This design comes from an exercise in tuning for small area, a short achievable clock period and few clock cycles on the open sky130 flow, not from production work. RTL that was checked went through simulation tests only; none was proved equivalent to the original. No driver is modelled on the clock port, so clock power and skew are understated where the tree is cut down; a real chip needs a root buffer or a tree. Power figures rest on the tool's default switching activity, not on a simulated workload.

## before
==> flow/design.v (excerpt) <==
module registers (
	input				axi_clk,
	input		[11:0]	h2f_axi_awid,
	input		[29:0]	h2f_axi_awaddr,
	input				h2f_axi_awvalid,
	output	reg			h2f_axi_awready,
	input		[31:0]	h2f_axi_wdata,
	input		[3:0]	h2f_axi_wstrb,
	input				h2f_axi_wlast,
	input				h2f_axi_wvalid,
	output	reg			h2f_axi_wready,
	output		[11:0]	h2f_axi_bid,
	output		[1:0]	h2f_axi_bresp,
	output	reg			h2f_axi_bvalid,
	input				h2f_axi_bready,
	input		[11:0]	h2f_axi_arid,
	input		[29:0]	h2f_axi_araddr,
	input		[3:0]	h2f_axi_arlen,
	input				h2f_axi_arvalid,
	output	reg			h2f_axi_arready,
	output		[11:0]	h2f_axi_rid,
	output	reg	[31:0]	h2f_axi_rdata,
	output		[1:0]	h2f_axi_rresp,
	output	reg			h2f_axi_rlast,
	output	reg			h2f_axi_rvalid,
	input				h2f_axi_rready,
	input		[31:0]	reg_fpga_rev,
	input				reg_sw1_4,
	input				reg_sw1_3,
	input				reg_sw1_2,
	input				reg_sw1_1,
	output	reg			reg_jp3_4,
	output	reg			reg_jp3_3,
	output	reg			reg_jp3_2,
	output	reg			reg_jp3_1,
	output	reg			reg_led_8,
	output	reg			reg_led_7,
	output	reg			reg_led_6,
	input				reg_led_5,
	output	reg	[20:1]	reg_jp5,
	output	reg	[6:1]	reg_jp4_rxn,
	output	reg	[6:1]	reg_jp4_rxp,
	output	reg	[6:1]	reg_jp4_txn,
	output	reg	[6:1]	reg_jp4_txp,
	input				axi_rst
);
export LEC_CHECK = 0
export ABC_AREA = 1
export CAP_MARGIN = 20
export CORE_AREA = 10 10 150 150
export CTS_BUF_LIST = sky130_fd_sc_hd__clkbuf_8
export CTS_CLUSTER_SIZE = 40
export DIE_AREA = 0 0 160 160
export PLACE_DENSITY = 0.5
export SETUP_SLACK_MARGIN = 2.2
export SLEW_MARGIN = 20
export TNS_END_PERCENT = 20
create_clock -name core_clock -period 4.0 [get_ports {axi_clk}]
standard.sh (not shown) runs the stock make flow with config.mk's settings and CLKGATE_MAP_FILE= SYNTH_SCRIPT=/design/flow/synth_recipe.tcl, a recipe that flattens the netlist after the stock synthesis.
==> flow/flow/run.sh <==
#!/bin/bash
set -euo pipefail
bash standard.sh 'BUFFER_PORTS_ARGS=-buffer_cell sky130_fd_sc_hd__buf_1' \
  "PRE_CTS_TCL=$PWD/flow/manual_tree.tcl" \
  finish > make.log 2>&1
==> flow/flow/manual_tree.tcl <==
# Clock tree built by hand, in levels: the clock sinks are split into groups by
# location (k-means) and each group is driven by one clock buffer at its centre;
# the buffers' inputs are grouped again for the next level; the clock port drives
# the top level.
proc kmeans_groups {items K} {
  set n [llength $items]
  set sorted [lsort -real -index 1 $items]
  set cx {}; set cy {}
  for {set k 0} {$k < $K} {incr k} {
    set s [lindex $sorted [expr {int(($k + 0.5) * $n / $K)}]]
    lappend cx [lindex $s 1]; lappend cy [lindex $s 2]
  }
  for {set iter 0} {$iter < 100} {incr iter} {
    set sx [lrepeat $K 0.0]; set sy [lrepeat $K 0.0]; set sc [lrepeat $K 0]
    set assign {}
    foreach s $items {
      set best 0; set bd 1e30
      for {set k 0} {$k < $K} {incr k} {
        set d [expr {abs([lindex $s 1] - [lindex $cx $k]) + abs([lindex $s 2] - [lindex $cy $k])}]
        if {$d < $bd} { set bd $d; set best $k }
      }
      lappend assign $best
      lset sx $best [expr {[lindex $sx $best] + [lindex $s 1]}]
      lset sy $best [expr {[lindex $sy $best] + [lindex $s 2]}]
      lset sc $best [expr {[lindex $sc $best] + 1}]
    }
    for {set k 0} {$k < $K} {incr k} {
      if {[lindex $sc $k] > 0} {
        lset cx $k [expr {[lindex $sx $k] / [lindex $sc $k]}]
        lset cy $k [expr {[lindex $sy $k] / [lindex $sc $k]}]
      }
    }
  }
  return [list $assign $cx $cy $sc]
}

# items: list of {iterm x y}; drives each group from a new buffer; returns the buffers' inputs
proc drive_groups {items K cell prefix} {
  set block [ord::get_db_block]
  lassign [kmeans_groups $items $K] assign cx cy sc
  set master [[ord::get_db] findMaster $cell]
  set out {}
  for {set k 0} {$k < $K} {incr k} {
    if {[lindex $sc $k] == 0} { continue }
    set inst [odb::dbInst_create $block $master "${prefix}_$k"]
    $inst setLocation [expr {int([lindex $cx $k])}] [expr {int([lindex $cy $k])}]
    $inst setPlacementStatus PLACED
    set cn [odb::dbNet_create $block "${prefix}_net_$k"]
    $cn setSigType CLOCK
    [$inst findITerm X] connect $cn
    set net($k) $cn
    lappend out [list [$inst findITerm A] [lindex $cx $k] [lindex $cy $k]]
  }
  set i 0
  foreach s $items {
    set it [lindex $s 0]
    $it disconnect
    $it connect $net([lindex $assign $i])
    incr i
  }
  puts "clock level $prefix: [llength $out] x $cell, group sizes $sc"
  return $out
}

proc manual_clock_tree2 {levels} {
  set block [ord::get_db_block]
  set clk [$block findNet axi_clk]
  set items {}
  foreach it [$clk getITerms] {
    set bb [[$it getInst] getBBox]
    lappend items [list $it [expr {([$bb xMin] + [$bb xMax]) / 2.0}] [expr {([$bb yMin] + [$bb yMax]) / 2.0}]]
  }
  set l 0
  foreach {K cell} $levels {
    set items [drive_groups $items $K $cell clkman$l]
    incr l
  }
  foreach s $items { [lindex $s 0] connect $clk }
}

# Used as PRE_CTS_TCL: build the tree by hand (12 leaf clkbuf_8 under 3 clkbuf_16 fed
# by the clock port), then make the CTS call in cts.tcl a no-op so the rest of the
# step (placement legalisation, timing repair, outputs) runs as usual.
manual_clock_tree2 {12 sky130_fd_sc_hd__clkbuf_8 3 sky130_fd_sc_hd__clkbuf_16}
proc clock_tree_synthesis {args} { puts "clock tree built by hand; clock_tree_synthesis skipped" }
before finished all stages; the layout is clean.
Edits applied to the flow inputs when going from before to after:
diff --git a/flow/flow/manual_tree.tcl b/flow/flow/manual_tree.tcl
--- a/flow/flow/manual_tree.tcl
+++ b/flow/flow/manual_tree.tcl
@@ -80,6 +80,6 @@
 
-# Used as PRE_CTS_TCL: build the tree by hand (12 leaf clkbuf_8 under 3 clkbuf_16 fed
+# Used as PRE_CTS_TCL: build the tree by hand (8 leaf clkbuf_16 under 2 clkbuf_16 fed
 # by the clock port), then make the CTS call in cts.tcl a no-op so the rest of the
 # step (placement legalisation, timing repair, outputs) runs as usual.
-manual_clock_tree2 {12 sky130_fd_sc_hd__clkbuf_8 3 sky130_fd_sc_hd__clkbuf_16}
+manual_clock_tree2 {8 sky130_fd_sc_hd__clkbuf_16 2 sky130_fd_sc_hd__clkbuf_16}
 proc clock_tree_synthesis {args} { puts "clock tree built by hand; clock_tree_synthesis skipped" }
- Fraction of synthesized cell area in xor and xnor cells came out exactly the same in after and before.
- Hold slack across after and before: no real change.
- In after the first-iteration DRC count turned out 22% higher than in before.
- after reports its slowest stage cell on the critical path as sky130_fd_sc_hd__dfxtp_1 while before reports sky130_fd_sc_hd__edfxtp_1.
No run of this note included a check of the RTL's function; only the layout flow was run. No run of this note takes its clock network from TritonCTS; it comes from the design's own scripts or RTL.

== wip/onyx ==
Another version of the RTL of registers (not shown whole).
Size: ~490 cells after synthesis, ~5800 sq um of cells after synthesis.
export LEC_CHECK = 0
export CAP_MARGIN = 20
export CORE_AREA = 10 10 150 150
export CTS_BUF_LIST = sky130_fd_sc_hd__clkbuf_8
export CTS_CLUSTER_SIZE = 40
export DIE_AREA = 0 0 160 160
export PLACE_DENSITY = 0.5
export SETUP_SLACK_MARGIN = 2.3
export SLEW_MARGIN = 20
export SYNTH_HIERARCHICAL = 1
export TNS_END_PERCENT = 20
create_clock -name core_clock -period 4.0 [get_ports {axi_clk}]
==> flow/flow/run.sh <==
#!/bin/bash
set -euo pipefail
bash standard.sh 'BUFFER_PORTS_ARGS=-buffer_cell sky130_fd_sc_hd__buf_1' \
  'CTS_ARGS=-sink_clustering_enable -repair_clock_nets -buf_list sky130_fd_sc_hd__clkbuf_8 -sink_clustering_size 40 -dont_use_dummy_load' \
  finish > make.log 2>&1
The flow did not stop early for wip/onyx: all stages ran, and the layout cleared the timing, DRC and antenna checks.
Testbench counts of wip/onyx, summed over its fixed seeds: cycles 12,061.
The following lists how wip/garnet was set up differently from wip/onyx:
Settings: an added ABC_AREA of 1; a change of SETUP_SLACK_MARGIN from 2.3 to 2.2.
--- outcome ---
Taking wip/onyx as the reference, in wip/garnet maximum clock rate fell by about 3%, delay of the slowest critical-path stage shows an increase of 0.04 ns.
Changes observed in wip/garnet relative to wip/onyx: number of distinct standard cells referenced by the synthesized netlist down about 35%; hold slack up 0.026 ns; relative contribution of the clock network to total power up 0.6 points.
Final weighted congestion in routability-driven placement: wip/garnet < wip/onyx
Looking at design area, wip/garnet sits above wip/onyx.
wip/garnet against wip/onyx: share of the final layout cell area in sequential cells lost 1.5 points, post-route clock period utilization picked up an extra 1.5 points, non-clock buffer area fraction after layout lost 4.1 points, leakage power picked up an extra 13%.
The inputs of wip/violet differ from those of wip/garnet as listed below.
Settings: ABC_AREA removed (was 1); SETUP_SLACK_MARGIN changed from 2.2 to 2.1.
Findings:
- wip/violet has completed all stages; timing, DRC and antenna checks passed.
- A main combinational cell family by area after synthesis of compound AO/OA/AOI/OAI gates is what wip/violet shows, while simple AND/OR/NAND/NOR gates belongs to wip/garnet.
- Comparing wip/garnet and wip/violet, the higher post-layout worst setup margin was measured on wip/garnet.
- Higher reported net switching power among wip/garnet and wip/violet: wip/garnet
- Taking wip/garnet as the reference, in wip/violet met2 routed wirelength fell by about 8%; total power consumption of the routed design decreased about 6%.
What wip/nickel does differently from wip/violet at the input level:
Settings: changing SETUP_SLACK_MARGIN from 2.1 to 2.15.
==> comparison <==
wip/nickel ended with more total non-filler cell area in the finished layout than wip/violet.
Comparing wip/nickel with wip/violet, the number of vias per cell came out essentially unchanged.
wip/violet reports its launch point of the worst path as h2f_axi_rready while wip/nickel reports h2f_axi_awvalid.
Fmax: wip/nickel higher than wip/violet
From wip/violet to wip/nickel the numbers moved as follows: multi-input combinational cell count held; peak ir drop on the vdd network rose 0.86%; final worst slack up 0.028 ns; switching component of the power has remained practically unchanged; register-to-register slack moved up.
On total length of routed wires, wip/nickel tracks wip/violet almost exactly.
Compared with wip/violet, wip/nickel shows a static leakage that is 0.96% higher.
In the tables for wip/violet and wip/nickel, data required time of the critical path reads lower with wip/nickel.

Setup of run A:
registers, a different RTL version from the one above (not shown whole).
For scale: about 640 cells after synthesis, ~290 I/O pins.
export LEC_CHECK = 0
export CAP_MARGIN = 20
export CORE_AREA = 8 8 122 122
export DIE_AREA = 0 0 130 130
export PLACE_DENSITY = 0.6
export SETUP_SLACK_MARGIN = 2.0
export SLEW_MARGIN = 20
create_clock -name core_clock -period 4.0 [get_ports {axi_clk}]
==> flow/flow/run.sh <==
#!/bin/bash
set -euo pipefail
bash standard.sh 'BUFFER_PORTS_ARGS=-buffer_cell sky130_fd_sc_hd__buf_1' finish > make.log 2>&1
Testbench counts of run A, summed over its fixed seeds: cycles 12,061.
The following lists how run B was set up differently from run A:
--- a/flow/config.mk
+++ b/flow/config.mk
@@ -8,6 +8,5 @@
 export CAP_MARGIN = 20
-export CORE_AREA = 8 8 122 122
-export DIE_AREA = 0 0 130 130
-export PLACE_DENSITY = 0.6
-export SETUP_SLACK_MARGIN = 2.0
+export CORE_AREA = 10 10 150 150
+export DIE_AREA = 0 0 160 160
+export PLACE_DENSITY = 0.5
 export SLEW_MARGIN = 20
--- outcome ---
- [run B] worst-case setup margin in the final layout fell 450 ps relative to run A
- Relative to run A, the wire length measured on run B has decreased slightly.
- The highest metal layer used by the detailed router comes out met4 in one run and met5 in the other, namely in run B and run A respectively.
- Relative to run A, instance count along the most critical hold path increased by 1 in run B.
- Worst hold slack: run B vs run A — no meaningful difference
#### Input delta (run C over run B)
--- a/flow/config.mk
+++ b/flow/config.mk
@@ -11,2 +11,3 @@
 export PLACE_DENSITY = 0.5
+export SETUP_SLACK_MARGIN = 2.0
 export SLEW_MARGIN = 20
==> notes.md <==
Compared with run B, run C shows total internal power that has gone up by a few percent.
Taking run B as the reference point, the portion of total power attributed to sequential cells of run C falls by 2.2 points.
Against run B, area of all placed cells without fillers in run C came out worse.
Here is what was changed in the inputs of run D compared with run C.
==> flow/run.sh (new file) <==
#!/bin/bash
# synth_recipe.tcl (not shown) runs the flow's synth.tcl, then flattens the netlist and writes it again
# the make line also repeats each setting of config.mk as NAME=value (left out here)
make -C /OpenROAD-flow-scripts/flow DESIGN_CONFIG=/design/flow/config.mk WORK_HOME=/design/flow/orfs CLKGATE_MAP_FILE= SYNTH_SCRIPT=/design/flow/synth_recipe.tcl finish
--- a/flow/config.mk
+++ b/flow/config.mk
@@ -11,3 +11,2 @@
 export PLACE_DENSITY = 0.5
-export SETUP_SLACK_MARGIN = 2.0
 export SLEW_MARGIN = 20
removed: flow/flow/run.sh
removed: flow/standard.sh
[summary]
- Cmp run D vs run C: core occupancy in the finished layout higher in run D
- Number of setup buffers added after CTS for run D: 27 down relative to run C
- Run D reports a higher met3 track demand over resource than run C does.
- Taking run C as the reference, in run D area occupied by multi-input gates lower; number of violations reported at the end of detailed-routing iteration 0 lower.
- [compare] base=run C new=run D: power of the sequential group closely matched the old numbers; final area saw an increase; number of global-route vias before repair decreased by 2.2% relative to the old numbers.
- Looking only at share of cells above drive strength 1, and setting everything else aside, the lower value of run C and run D goes to run D.

[afterwards: timing with drivers on the ports]
In the flow no input, the clock included, has a driving cell. The finished layouts below were timed again as built, in two steps.
Step 1: set_driving_cell puts a clkbuf_16 on axi_clk and a buf_2 on each other input, an assumption about the parent block.
Step 2 also shifts input and output timing later by t, the mid clock arrival at the registers, as if the neighbouring blocks saw the same clock.
Three values: no drivers, after step 1, after step 2; two values: the first two.
run	t, ns	setup WS [ns]	latest minus earliest clock arrival (ns)	slew at the worst register clock pin (ns)
before	0.353	2.239 / 2.215 / 1.934	0.051 / 0.051	0.11 / 0.11
after	0.361	2.271 / 2.215 / 1.976	0.049 / 0.050	0.09 / 0.09
wip/onyx	0.454	2.193 / 2.157 / 1.772	0.024 / 0.024	0.08 / 0.08
wip/garnet	0.465	2.135 / 2.097 / 1.788	0.037 / 0.037	0.09 / 0.09
wip/violet	0.463	2.091 / 2.094 / 1.631	0.033 / 0.034	0.09 / 0.09
wip/nickel	0.463	2.120 / 2.101 / 1.664	0.033 / 0.033	0.09 / 0.09
run A	0.460	1.872 / 1.873 / 1.414	0.007 / 0.007	0.06 / 0.06
run B	0.466	1.423 / 1.426 / 0.960	0.014 / 0.014	0.07 / 0.07
run C	0.463	1.870 / 1.877 / 1.415	0.013 / 0.013	0.07 / 0.07
run D	0.457	1.106 / 1.102 / 0.645	0.012 / 0.012	0.06 / 0.06
After both steps setup and hold are still met in every run listed. The setup slack of run B, which loses most, moves by +0.003 ns with the drivers and by -0.463 ns with both steps.
